Source: an optimization exercise on an open RTL-to-GDS flow (aim: small area and a short achievable clock period). Production flows keep margins and buffers that such runs may drop. The RTL was checked by simulation tests, not by an equivalence proof against the original design. Power and IR drop assume default switching activity.

<file path="flow/run.sh">
#!/bin/bash
# synth_recipe.tcl (not shown) runs the flow's synth.tcl, then flattens the netlist and writes it again
# the make line also repeats each setting of config.mk as NAME=value (left out here)
make -C /OpenROAD-flow-scripts/flow DESIGN_CONFIG=/design/flow/config.mk WORK_HOME=/design/flow/orfs CLKGATE_MAP_FILE= SYNTH_SCRIPT=/design/flow/synth_recipe.tcl finish
</file>
<file path="flow/config.mk">
export PLATFORM = sky130hd
export DESIGN_NAME = spi_top
export DESIGN_NICKNAME = spi_top
export VERILOG_FILES = /design/flow/design.v
export SDC_FILE = /design/flow/constraint.sdc
export NUM_CORES = 4
export LEC_CHECK = 0
export CAP_MARGIN = 20
export CORE_MARGIN = 2
export CORE_UTILIZATION = 40
export SLEW_MARGIN = 20
</file>
<file path="flow/constraint.sdc">
create_clock -name core_clock -period 100.0 [get_ports {clk}]
set_input_delay 20.0000 -clock core_clock [delete_from_list [all_inputs] [get_ports {clk}]]
set_output_delay 20.0000 -clock core_clock [all_outputs]
set_load 0.01 [all_outputs]
</file>
<file path="flow/design.v">
`timescale 1ns / 1ps
module MASTER (
    input  logic clk,
    input  logic reset,
    input  logic runstop,
    input  logic clear,
    output logic sclk,
    output logic mosi,
    input  logic miso,
    output logic SS
);
    logic [7:0] tx_data;
    logic [7:0] rx_data;
    logic       start;
    logic       done;
    logic       tx_ready;
    spi_master U_spi_master (
        .clk     (clk),
        .reset   (reset),
        .start   (start),
        .tx_data (tx_data),
        .rx_data (rx_data),
        .tx_ready(tx_ready),
        .done    (done),
        .sclk    (sclk),
        .mosi    (mosi),
        .miso    (miso)
    );
    upcounter U_upcounter (
        .clk    (clk),
        .reset  (reset),
        .runstop(runstop),
        .clear  (clear),
        .ready  (tx_ready),
        .done   (done),
        .tx_data(tx_data),
        .start  (start),
        .SS     (SS)
    );
endmodule
module spi_master (
    input logic clk,
    input logic reset,
    input logic start,
    input logic [7:0] tx_data,
    output logic [7:0] rx_data,
    output logic tx_ready,
    output logic done,
    output logic sclk,
    output logic mosi,
    input logic miso
);
    typedef enum {
        IDLE,
        CP0,
        CP1
    } state_t;
    state_t state, state_next;
    logic [7:0] tx_data_reg, tx_data_next;
    logic [7:0] rx_data_reg, rx_data_next;
    logic [5:0] sclk_counter_reg, sclk_counter_next;
    logic [2:0] bit_counter_reg, bit_counter_next;
    assign mosi = tx_data_reg[7];
    assign rx_data = rx_data_reg;
    always_ff @(posedge clk, posedge reset) begin
        if (reset) begin
            state <= IDLE;
            tx_data_reg <= 0;
            rx_data_reg <= 0;
            sclk_counter_reg <= 0;
            bit_counter_reg <= 0;
        end else begin
            state <= state_next;
            tx_data_reg <= tx_data_next;
            rx_data_reg <= rx_data_next;
            sclk_counter_reg <= sclk_counter_next;
            bit_counter_reg <= bit_counter_next;
        end
    end
    always_comb begin
        state_next = state;
        tx_data_next = tx_data_reg;
        rx_data_next = rx_data_reg;
        sclk_counter_next = sclk_counter_reg;
        bit_counter_next = bit_counter_reg;
        tx_ready = 1'b0;
        done = 1'b0;
        sclk = 1'b0;
        case (state)
            IDLE: begin
                done = 1'b0;
                tx_ready = 1'b1;
                sclk_counter_next = 0;
                bit_counter_next = 0;
                if (start) begin
                    state_next   = CP0;
                    tx_data_next = tx_data;
                end
            end
            CP0: begin
                sclk = 1'b0;
                if (sclk_counter_reg == 49) begin
                    rx_data_next      = {rx_data_reg[6:0], miso};
                    sclk_counter_next = 0;
                    state_next        = CP1;
                end else begin
                    sclk_counter_next = sclk_counter_reg + 1;
                end
            end
            CP1: begin
                sclk = 1'b1;
                if (sclk_counter_reg == 49) begin
                    sclk_counter_next = 0;
                    if (bit_counter_reg == 7) begin
                        bit_counter_next = 0;
                        done             = 1'b1;
                        state_next       = IDLE;
                    end else begin
                        bit_counter_next = bit_counter_reg + 1;
                        tx_data_next = {tx_data_reg[6:0], 1'b0};
                        state_next = CP0;
                    end
                end else begin
                    sclk_counter_next = sclk_counter_reg + 1;
                end
            end
        endcase
    end
endmodule
`timescale 1ns / 1ps
module upcounter (
    input  logic       clk,
    input  logic       reset,
    input  logic       runstop,
    input  logic       clear,
    input  logic       ready,
    input  logic       done,
    output logic [7:0] tx_data,
    output logic       start,
    output logic       SS
);
    logic [15:0] count;
    logic o_tick_100hz;
    up_counter U_up_counter (
        .clk(clk),
        .reset(reset),
        .runstop(runstop),
        .clear(clear),
        .o_tick_100hz(o_tick_100hz),
        .count(count)
    );
    up_counter_cr U_up_counter_cr (
        .clk(clk),
        .reset(reset),
        .count(count),
        .ready(ready),
        .done(done),
        .tx_data(tx_data),
        .start(start),
        .SS(SS)
    );
    tick_gen_100hz #(.FCOUNT(20)) U_tick_gen_100hz(
    .clk(clk),
    .rst(reset),
    .o_tick_100hz(o_tick_100hz)
);
endmodule
module up_counter (
    input  logic        clk,
    input  logic        reset,
    input  logic        runstop,
    input  logic        clear,
    input  logic        o_tick_100hz,
    output logic [15:0] count
);
    logic [15:0] count_reg, count_next;
    assign count = count_reg;
    typedef enum {
        STOP,
        RUN,
        CLEAR
    } state_t;
    state_t state, state_next;
    always_ff @(posedge clk, posedge reset) begin
        if (reset) begin
            state    <= STOP;
            count_reg <= 0;
        end else begin
            state <= state_next;
            count_reg <= count_next;
        end
    end
    always_comb begin
        count_next = count_reg;
        state_next = state;
        case (state)
            STOP: begin
                if (runstop) begin
                    state_next = RUN;
                end else if (clear) begin
                    state_next = CLEAR;
                end
            end
            RUN: begin
                if (o_tick_100hz) begin
                    count_next = count_reg + 1;
                end
                if (runstop) begin
                    state_next = STOP;
                end
            end
            CLEAR: begin
                count_next = 16'b0;
                state_next = STOP;
            end
        endcase
    end
endmodule
module up_counter_cr (
    input  logic        clk,
    input  logic        reset,
    input  logic [15:0] count,
    input  logic        ready,
    input  logic        done,
    output logic [ 7:0] tx_data,
    output logic        start,
    output logic        SS
);
    logic [7:0] tx_data_reg, tx_data_next;
    logic start_reg, start_next;
    logic SS_reg, SS_next;
    assign tx_data = tx_data_reg;
    assign start   = start_reg;
    assign SS      = SS_reg;
    typedef enum {
        IDLE,
        START_UPBIT,
        WAIT_UPBIT_DONE,
        START_DOWNBIT,
        WAIT_DOWNBIT_DONE
    } state_t;
    state_t state, state_next;
    always_ff @(posedge clk, posedge reset) begin
        if (reset) begin
            state       <= IDLE;
            tx_data_reg <= 0;
            SS_reg      <= 1'b1;
            start_reg   <= 1'b0;
        end else begin
            state       <= state_next;
            tx_data_reg <= tx_data_next;
            SS_reg      <= SS_next;
            start_reg   <= start_next;
        end
    end
    always_comb begin
        state_next   = state;
        SS_next      = SS_reg;
        tx_data_next = tx_data_reg;
        start_next   = 1'b0;
        case (state)
            IDLE: begin
                SS_next = 1'b1;
                if (ready) begin
                    state_next = START_UPBIT;
                end
            end
            START_UPBIT: begin
                SS_next = 1'b0;
                tx_data_next = {count[15:8]};
                start_next = 1'b1;
                state_next = WAIT_UPBIT_DONE;
            end
            WAIT_UPBIT_DONE: begin
                if (done) begin
                    state_next = START_DOWNBIT;
                end
            end
            START_DOWNBIT: begin
                tx_data_next = {count[7:0]};
                start_next   = 1'b1;
                state_next   = WAIT_DOWNBIT_DONE;
            end
            WAIT_DOWNBIT_DONE: begin
                if (done) begin
                    state_next = IDLE;
                end
            end
        endcase
    end
endmodule
module tick_gen_100hz (
    input   clk,
    input   rst,
    output  o_tick_100hz
);
    parameter FCOUNT = 100_000_000 / 100;
    reg [$clog2(FCOUNT)-1:0] r_counter;
    reg r_tick;
    assign o_tick_100hz = r_tick;
    always @(posedge clk, posedge rst) begin
        if (rst) begin
            r_counter <= 0;
            r_tick <= 1'b0;
        end else begin
            if (r_counter == FCOUNT - 1) begin
                r_counter <= 0;
                r_tick <= 1'b1;
            end else begin
                r_counter <= r_counter + 1;
                r_tick <= 1'b0;
            end
        end
    end
endmodule
`timescale 1ns / 1ps
module spi_slave (
    input              clk,
    input              reset,
    input  logic       sclk,
    input  logic       mosi,
    output logic       miso,
    input  logic       SS,
    output logic [7:0] rx_data,
    output logic       done
);
    typedef enum {
        IDLE,
        DATA
    } state_t;
    state_t state, state_next;
    logic [2:0] bit_counter_reg, bit_counter_next;
    logic [7:0] rx_data_reg, rx_data_next;
    logic done_reg, done_next;
    logic sclk_sync0, sclk_sync1, sclk_sync2;
    assign rx_data = rx_data_reg;
    assign done    = done_reg;
    assign miso    = 1'b0;
    wire sclk_edge = sclk_sync1 & ~sclk_sync2;
    always @(posedge clk, posedge reset) begin
        if (reset) begin
            sclk_sync0 <= 0;
            sclk_sync1 <= 0;
            sclk_sync2 <= 0;
        end else begin
            sclk_sync0 <= sclk;
            sclk_sync1 <= sclk_sync0;
            sclk_sync2 <= sclk_sync1;
        end
    end
    always_ff @(posedge clk, posedge reset) begin
        if (reset) begin
            state           <= IDLE;
            rx_data_reg     <= 0;
            bit_counter_reg <= 0;
            done_reg        <= 1'b0;
        end else begin
            state           <= state_next;
            rx_data_reg     <= rx_data_next;
            bit_counter_reg <= bit_counter_next;
            done_reg        <= done_next;
        end
    end
    always_comb begin
        state_next       = state;
        bit_counter_next = bit_counter_reg;
        rx_data_next     = rx_data_reg;
        done_next        = done_reg;
        case (state)
            IDLE: begin
                if (SS == 1'b0) begin
                    state_next       = DATA;
                    bit_counter_next = 0;
                    rx_data_next     = 0;
                    done_next        = 1'b0;
                end
            end
            DATA: begin
                if (SS == 1'b1) begin
                    state_next = IDLE;
                end else if (sclk_edge) begin
                    rx_data_next = {rx_data_reg[6:0], mosi};
                    bit_counter_next = bit_counter_reg + 1;
                    if (bit_counter_reg == 7) begin
                        done_next  = 1'b1;
                        state_next = IDLE;
                    end
                end
            end
        endcase
    end
endmodule
module slave_cu (
    input  logic        clk,
    input  logic        reset,
    input  logic [ 7:0] rx_data,
    input  logic        done,
    output logic [15:0] fnd_data
);
    logic [7:0] fnd_data_reg1, fnd_data_next1;
    logic [7:0] fnd_data_reg2, fnd_data_next2;
    assign fnd_data = {fnd_data_reg1,fnd_data_reg2};
    typedef enum {
        IDLE,
        DATA1,
        DATA2
    } state_t;
    state_t state, state_next;
    always_ff @(posedge clk, posedge reset) begin
        if (reset) begin
            state <= IDLE;
            fnd_data_reg1 <= 16'b0;
            fnd_data_reg2 <= 16'b0;
        end else begin
            state <= state_next;
            fnd_data_reg1 <= fnd_data_next1;
            fnd_data_reg2 <= fnd_data_next2;
        end
    end
    always_comb begin
        state_next = state;
        fnd_data_next1 = fnd_data_reg1;
        fnd_data_next2 = fnd_data_reg2;
        case (state)
            IDLE: begin
                state_next = DATA1;
            end
            DATA1: begin
                if (done) begin
                    fnd_data_next1 = rx_data;
                    state_next = DATA2;
                end
            end
            DATA2: begin
                if (done) begin
                    fnd_data_next2 = rx_data;
                    state_next = IDLE;
                end
            end
        endcase
    end
endmodule
`timescale 1ns / 1ps
module fnd_controller (
    input         clk,
    input         reset,
    input  [13:0] counter,
    output [ 3:0] fnd_com,
    output [ 7:0] fnd
);
    wire [3:0] w_digit_1;
    wire [3:0] w_digit_10;
    wire [3:0] w_digit_100;
    wire [3:0] w_digit_1000;
    wire [3:0] w_counter;
    wire [1:0] w_sel;
    wire w_clk_1khz;
    wire w_tick_1khz;
    clk_div_1khz #(.DIV(16)) u_clk_div_1khz (
        .clk(clk),
        .reset(reset),
        .o_clk_1khz(w_clk_1khz),
        .o_tick_1khz(w_tick_1khz)
    );
    counter_4 u_counter_4 (
        .clk  (clk),
        .en   (w_tick_1khz),
        .reset(reset),
        .sel  (w_sel)
    );
    digit_splitter u_digit_splitter (
        .bcd_data(counter),
        .digit_1(w_digit_1),
        .digit_10(w_digit_10),
        .digit_100(w_digit_100),
        .digit_1000(w_digit_1000)
    );
    decorder_2x4 u_decorder_2x4 (
        .sel(w_sel),
        .fnd_com(fnd_com)
    );
    mux_4x1 u_mux_4x1 (
        .digit_1(w_digit_1),
        .digit_10(w_digit_10),
        .digit_100(w_digit_100),
        .digit_1000(w_digit_1000),
        .sel(w_sel),
        .bcd(w_counter)
    );
    bcd_decorder u_bcd_decorder (
        .bcd(w_counter),
        .fnd(fnd)
    );
endmodule
module clk_div_1khz #(
    parameter DIV = 100000
) (
    input  clk,
    input  reset,
    output o_clk_1khz,
    output o_tick_1khz
);   
    reg [$clog2(DIV)-1:0] r_counter;
    reg r_clk_1khz;
    assign o_clk_1khz = r_clk_1khz;
    assign o_tick_1khz = (r_counter == DIV - 1);
    always @(posedge clk, posedge reset) begin
        if (reset) begin
            r_counter  <= 0;
            r_clk_1khz <= 1'b0;
        end else begin
            if (r_counter == DIV - 1) begin
                r_counter  <= 0;
                r_clk_1khz <= 1'b1;
            end else begin
                r_counter  <= r_counter + 1;
                r_clk_1khz <= 1'b0;
            end
        end
    end
endmodule
module counter_4 (
    input        clk,
    input        en,
    input        reset,
    output [1:0] sel
);
    reg [1:0] counter;
    assign sel = counter;
    always @(posedge clk, posedge reset) begin
        if (reset) begin
            counter <= 0;
        end else begin
            if (en) counter <= counter + 1;
        end
    end
endmodule
module digit_splitter (
    input  [13:0] bcd_data,
    output [ 3:0] digit_1,
    output [ 3:0] digit_10,
    output [ 3:0] digit_100,
    output [ 3:0] digit_1000
);
    assign digit_1 = bcd_data % 10;
    assign digit_10 = (bcd_data / 10) % 10;
    assign digit_100 = (bcd_data / 100) % 10;
    assign digit_1000 = (bcd_data / 1000) % 10;
endmodule
module decorder_2x4 (
    input  [1:0] sel,
    output [3:0] fnd_com
);
    assign fnd_com = (sel==2'b00)?4'b1110:
                    (sel==2'b01)?4'b1101:
                    (sel==2'b10)?4'b1011:
                    (sel==2'b11)?4'b0111:4'b1111;
endmodule
module mux_4x1 (
    input  [3:0] digit_1,
    input  [3:0] digit_10,
    input  [3:0] digit_100,
    input  [3:0] digit_1000,
    input  [1:0] sel,
    output [3:0] bcd
);
    reg [3:0] r_bcd;
    assign bcd = r_bcd;
    always @(*) begin
        case (sel)
            2'b00:   r_bcd = digit_1;
            2'b01:   r_bcd = digit_10;
            2'b10:   r_bcd = digit_100;
            2'b11:   r_bcd = digit_1000;
            default: r_bcd = digit_1;
        endcase
    end
endmodule
module bcd_decorder (
    input [3:0] bcd,
    output reg [7:0] fnd
);
    always @(bcd) begin
        case (bcd)
            4'b0000: fnd = 8'hC0;
            4'b0001: fnd = 8'hF9;
            4'b0010: fnd = 8'hA4;
            4'b0011: fnd = 8'hB0;
            4'b0100: fnd = 8'h99;
            4'b0101: fnd = 8'h92;
            4'b0110: fnd = 8'h82;
            4'b0111: fnd = 8'hF8;
            4'b1000: fnd = 8'h80;
            4'b1001: fnd = 8'h90;
            4'b1010: fnd = 8'h88;
            4'b1011: fnd = 8'h83;
            4'b1100: fnd = 8'hC6;
            4'b1101: fnd = 8'hA1;
            4'b1110: fnd = 8'h86;
            4'b1111: fnd = 8'h8E;
            default: fnd = 8'hFF;
        endcase
    end
endmodule
`timescale 1ns / 1ps
module SLAVE (
    input  logic       clk,
    input  logic       reset,
    input  logic       sclk,
    input  logic       mosi,
    output logic       miso,
    input  logic       SS,
    output logic [7:0] fnd,
    output logic [3:0] fnd_com
);
    logic [15:0] fnd_data;
    logic [7:0] rx_data;
    logic done;
    spi_slave U_spi_slave (
        .clk(clk),
        .reset(reset),
        .sclk(sclk),
        .mosi(mosi),
        .miso(miso),
        .SS(SS),
        .rx_data(rx_data),
        .done(done)
    );
    slave_cu U_SLAVE_CU (
        .clk(clk),
        .reset(reset),
        .rx_data(rx_data),
        .done(done),
        .fnd_data(fnd_data)
    );
    fnd_controller U_FND_CR (
        .clk(clk),
        .reset(reset),
        .counter(fnd_data[13:0]),
        .fnd_com(fnd_com),
        .fnd(fnd)
    );
endmodule
`timescale 1ns / 1ps
module spi_top (
    input logic clk,
    input logic reset,
    input logic runstop,
    input logic clear,
    input logic spi_slave_sclk,
    input logic spi_slave_mosi,
    output logic spi_slave_miso,
    input logic spi_slave_ss,
    output logic spi_master_sclk,
    output logic spi_master_mosi,
    input logic spi_master_miso,
    output logic spi_master_ss,
    output logic [7:0] fnd,
    output logic [3:0] fnd_com
);
    logic runstop_bd, clear_bd;
    MASTER U_MASTER (
        .clk(clk),
        .reset(reset),
        .runstop(runstop),
        .clear(clear),
        .sclk(spi_master_sclk),
        .mosi(spi_master_mosi),
        .miso(spi_master_miso),
        .SS(spi_master_ss)
    );
    SLAVE U_SLAVE (
        .clk(clk),
        .reset(reset),
        .sclk(spi_slave_sclk),
        .mosi(spi_slave_mosi),
        .miso(spi_slave_miso),
        .SS(spi_slave_ss),
        .fnd(fnd),
        .fnd_com(fnd_com)
    );
endmodule
</file>
==> impl_metrics.tcl <==
set metrics [dict create \
    p_int_uw 60.6 \
    drt_iter0_markers 1950 \
    ys_seq_area_share_pct 8.10 \
    crit_buf_inv 15 \
    firstDrtPassIters 8 \
    wl_per_cell_um 17.1 \
    met3WireLength_um 2620 \
    dp_hpwl_um 65300 \
    vias 28700 \
    end_kind "output pin" \
    largest_register_ffs 16 \
    core_area_um2 71700 \
    worst_pin_slew_ns 1.09 \
    die_w_um 274 \
    antenna_found_initial 0 \
    ir_drop_v 0.00000780 \
    drive_above_1_share_pct 13.9 \
    gp_congestion 0.899 \
    clock-root-buffer "clkbuf_16" \
    areaGrowthSynthToFinish_pct 4.14 \
    wl_met1_um 41300 \
    setup_viol 0 \
    viasPerCell 5.99 \
    p_sw_uw 24.7 \
    clkLatencyLatePin_ns 0.35 \
    yosysWarnings 10 \
    drv_cap 0 \
    hold_viol 0 \
    cpMostUsedCell "ha_1" \
    postRouteAntennaNets 0 \
    grt_pass1_vias 26400 \
    overflow 0 \
    pwr-share-seq_pct 46.7 \
    synth-seq-cells 94 \
    cts.sinks 94 \
    nNetsFinal 4100 \
    critPathLaunchType "flop" \
    syn_avg_cell_area_um2 7.49 \
    topRoutingLayerUsed "met4" \
    rows 98 \
    synth_most_common_cell "nor2_1" \
    wl_met2_um 36700 \
    setup_tns_ns 0 \
    fmax_mhz 10.6 \
    period_share_pct 93.9 \
    cp_data_arrival_time_ns 73.94 \
    die_h_um 274 \
    ys.flop_type "dfrtp_1" \
    grt_max_degree 66 \
    cellLeakagePower_nw 13.8 \
    critPathRequiredTime_ns 80.00 \
    cts_buffers 9 \
    cts_tree "yes" \
    grt_pass1_wl_um 136000 \
    slowest_stage "a2111oi_0" \
    synth_area_um2 29100 \
    die_area_um2 74800 \
    htreeDepth 3 \
    synthTopCellsByArea "ha_1, dfrtp_1, nor2_1, xnor2_1, a21oi_1" \
    synth-edff-count 0 \
    layout_min_cycle_time_ns 93.94 \
    ctsHoldBuffers 0 \
    final.fill_count 7416 \
    antenna_cells 0 \
    hold_ws_ns 0.360 \
    clockBufferDepth 2 \
    crit_family "simple AND/OR/NAND/NOR gates" \
    relSlewSlack_pct 26.3 \
    status "timing/DRC/antenna clean" \
    p_sw_share_pct 29.0 \
    portBuffers 20 \
    yosysTopAreaCellShare_pct 10.9 \
    skew_ns 0.0127 \
    clockPowerShare_pct 40.3 \
    start_util_pct 40.5 \
    crit_type "reg -> out" \
    synth_cells 3880 \
    netlist_top_cells_count "nor2_1, nand2_1, a21oi_1" \
    grt_usage_pct 21.2 \
    path_clk_slew_ns 0.08 \
    pin_count 24 \
    ys_async_sr_fraction_pct 100 \
    cp_max_fo 24 \
    synth.distinct_cells 195 \
    hp-class "reg -> reg" \
    power.density_nw_per_um2 2.82 \
    slowest_delay_ns 0.63 \
    comb_power_share_pct 13.1 \
    route.detailed.drc 0 \
    rsz0062_at_grt "false" \
    synth.largest_area_cell "ha_1" \
    final_max_slew_viol_count 0 \
    drt_wl_total_um 82000 \
]
[power by group through the flow]
stage          Combinational [mW]  Sequential, mW  Clock, mW
2_1_floorplan             0.00878          0.0404          0
3_3_place_gp               0.0107          0.0406          0
3_5_place_dp               0.0111          0.0406          0
4_1_cts                    0.0111          0.0398     0.0353
5_1_grt                    0.0129          0.0400     0.0368
6_report                   0.0111          0.0398     0.0344
[layout make-up]
cell class	count	area [um^2]	share of cell area, %
clock buffers	9	225	0.744
clock inverters	7	65.1	0.215
inverters	133	503	1.66
multi-input cells	3553	25500	84.3
flip-flops and latches	94	2350	7.78
well taps	950	1190	3.93
repair buffers	48	410	1.36
[kinds of logic after synthesis]
group | count (synthesis) | share of synthesized area, %
simple gates | 1588 | 29.7
compound gates | 1250 | 31.6
xor+xnor | 268 | 8.36
fa+ha+maj | 254 | 10.9
buf+inv | 251 | 4.74
mux | 173 | 6.56
flops | 94 | 8.10
other cells | 2 | 0.0258
[per-layer routing]
metal | track usage, % | up-vias
met5 | 0 | -
met4 | 4.07 | 0
met3 | 0.947 | 71
met2 | 35.1 | 543
met1 | 30.7 | 13500
li1 | - | 14600
[repair_timing]
item / CTS / global route
hold endpoints to repair: 0 / 0
buffers inserted: 0 / 6
gates resized for setup: 0 / 21
setup endpoints to repair: 0 / 7
[path summary, 6_finish.rpt]
path                                                                                      to  slack [ns]  cells after the start                                                 from
worst max-delay path                                                                  fnd[3]        6.06                    284  U_SLAVE.U_FND_CR.u_counter_4.counter[0]$_DFFE_PP0N_
worst min-delay path                                U_SLAVE.U_spi_slave.sclk_sync1$_DFF_PP0_        0.36                      0             U_SLAVE.U_spi_slave.sclk_sync0$_DFF_PP0_
worst max register to register              U_MASTER.U_spi_master.tx_data_reg[3]$_DFFE_PP0P_       97.53                      7           U_MASTER.U_spi_master.state[0]$_DFFE_PP0P_
worst min register to register                      U_SLAVE.U_spi_slave.sclk_sync1$_DFF_PP0_        0.36                      0             U_SLAVE.U_spi_slave.sclk_sync0$_DFF_PP0_
max in group asynchronous       U_MASTER.U_upcounter.U_tick_gen_100hz.r_counter[3]$_DFF_PP0_       78.87                      3                                                reset
min in group asynchronous                    U_SLAVE.U_SLAVE_CU.fnd_data_reg1[5]$_DFFE_PP0P_       19.99                      2                                                reset
[placed cells by master, fill, tap and decap left out, types with 43 or more instances in the layout]
master | netlist | routed
a21o_1 | 74 | 74
a21oi_1 | 263 | 263
a31oi_1 | 58 | 58
dfrtp_1 | 93 | 93
ha_1 | 253 | 251
inv_1 | 131 | 128
mux2_2 | 68 | 68
mux2i_1 | 89 | 88
nand2_1 | 326 | 322
nand2b_1 | 56 | 56
nand3_1 | 130 | 128
nand4_1 | 51 | 51
nor2_1 | 422 | 421
nor3_1 | 128 | 128
o21a_1 | 62 | 62
o21ai_0 | 234 | 233
or2_2 | 42 | 43
xnor2_1 | 179 | 178
xor2_1 | 81 | 81
[through the flow]
stage                     util, %  instances  area (um^2)  worst slack, ns  power [mW]
after floorplan                 -       3898        29100            16.25      0.0492
after global placement       41.6       4772        29800             4.05      0.0513
after detailed placement     41.6       4772        29800             3.70      0.0516
after CTS                    42.0       4788        30100             2.94      0.0863
after global routing         42.2       4794        30300          0.00382      0.0897
final                        42.2       4794        30300             6.06      0.0853
[worst reg2reg max path, delay by kind of cell (launching register included)]
kind	cells	cell delay [ns]
buf+inv	2	0.40
compound gates	3	0.75
simple gates	1	0.19
fa+ha+maj	1	0.58
flops	1	0.40

## re-timing with driven ports
No port has a modelled driver above. Below, the same layout with a new extraction and two added sets of constraints.
Step 1 (the two cells are an assumption about what drives the block):
set clk [get_ports {clk}]
set_driving_cell -lib_cell sky130_fd_sc_hd__clkbuf_16 $clk
set_driving_cell -lib_cell sky130_fd_sc_hd__buf_2 [delete_from_list [all_inputs] $clk]
Step 2 times the ports against the registers' clock, not the clock port: input delays grow and output delays shrink by t, the midpoint of the rising clock arrivals with the driver on.
a / b / c = no drivers / after step 1 / after step 2; a / b = the first two.
t, ns: 0.388
setup WS [ns]: 6.058 / 6.019 / 6.406
worst setup path after step 2: register to output
worst register clock-pin slew, ns: 0.08 / 0.08
cell pins on the clock port's net: 1
After both steps this run still meets setup and hold. The setup slack of this run moves by -0.039 ns with the drivers and by +0.348 ns with both steps.
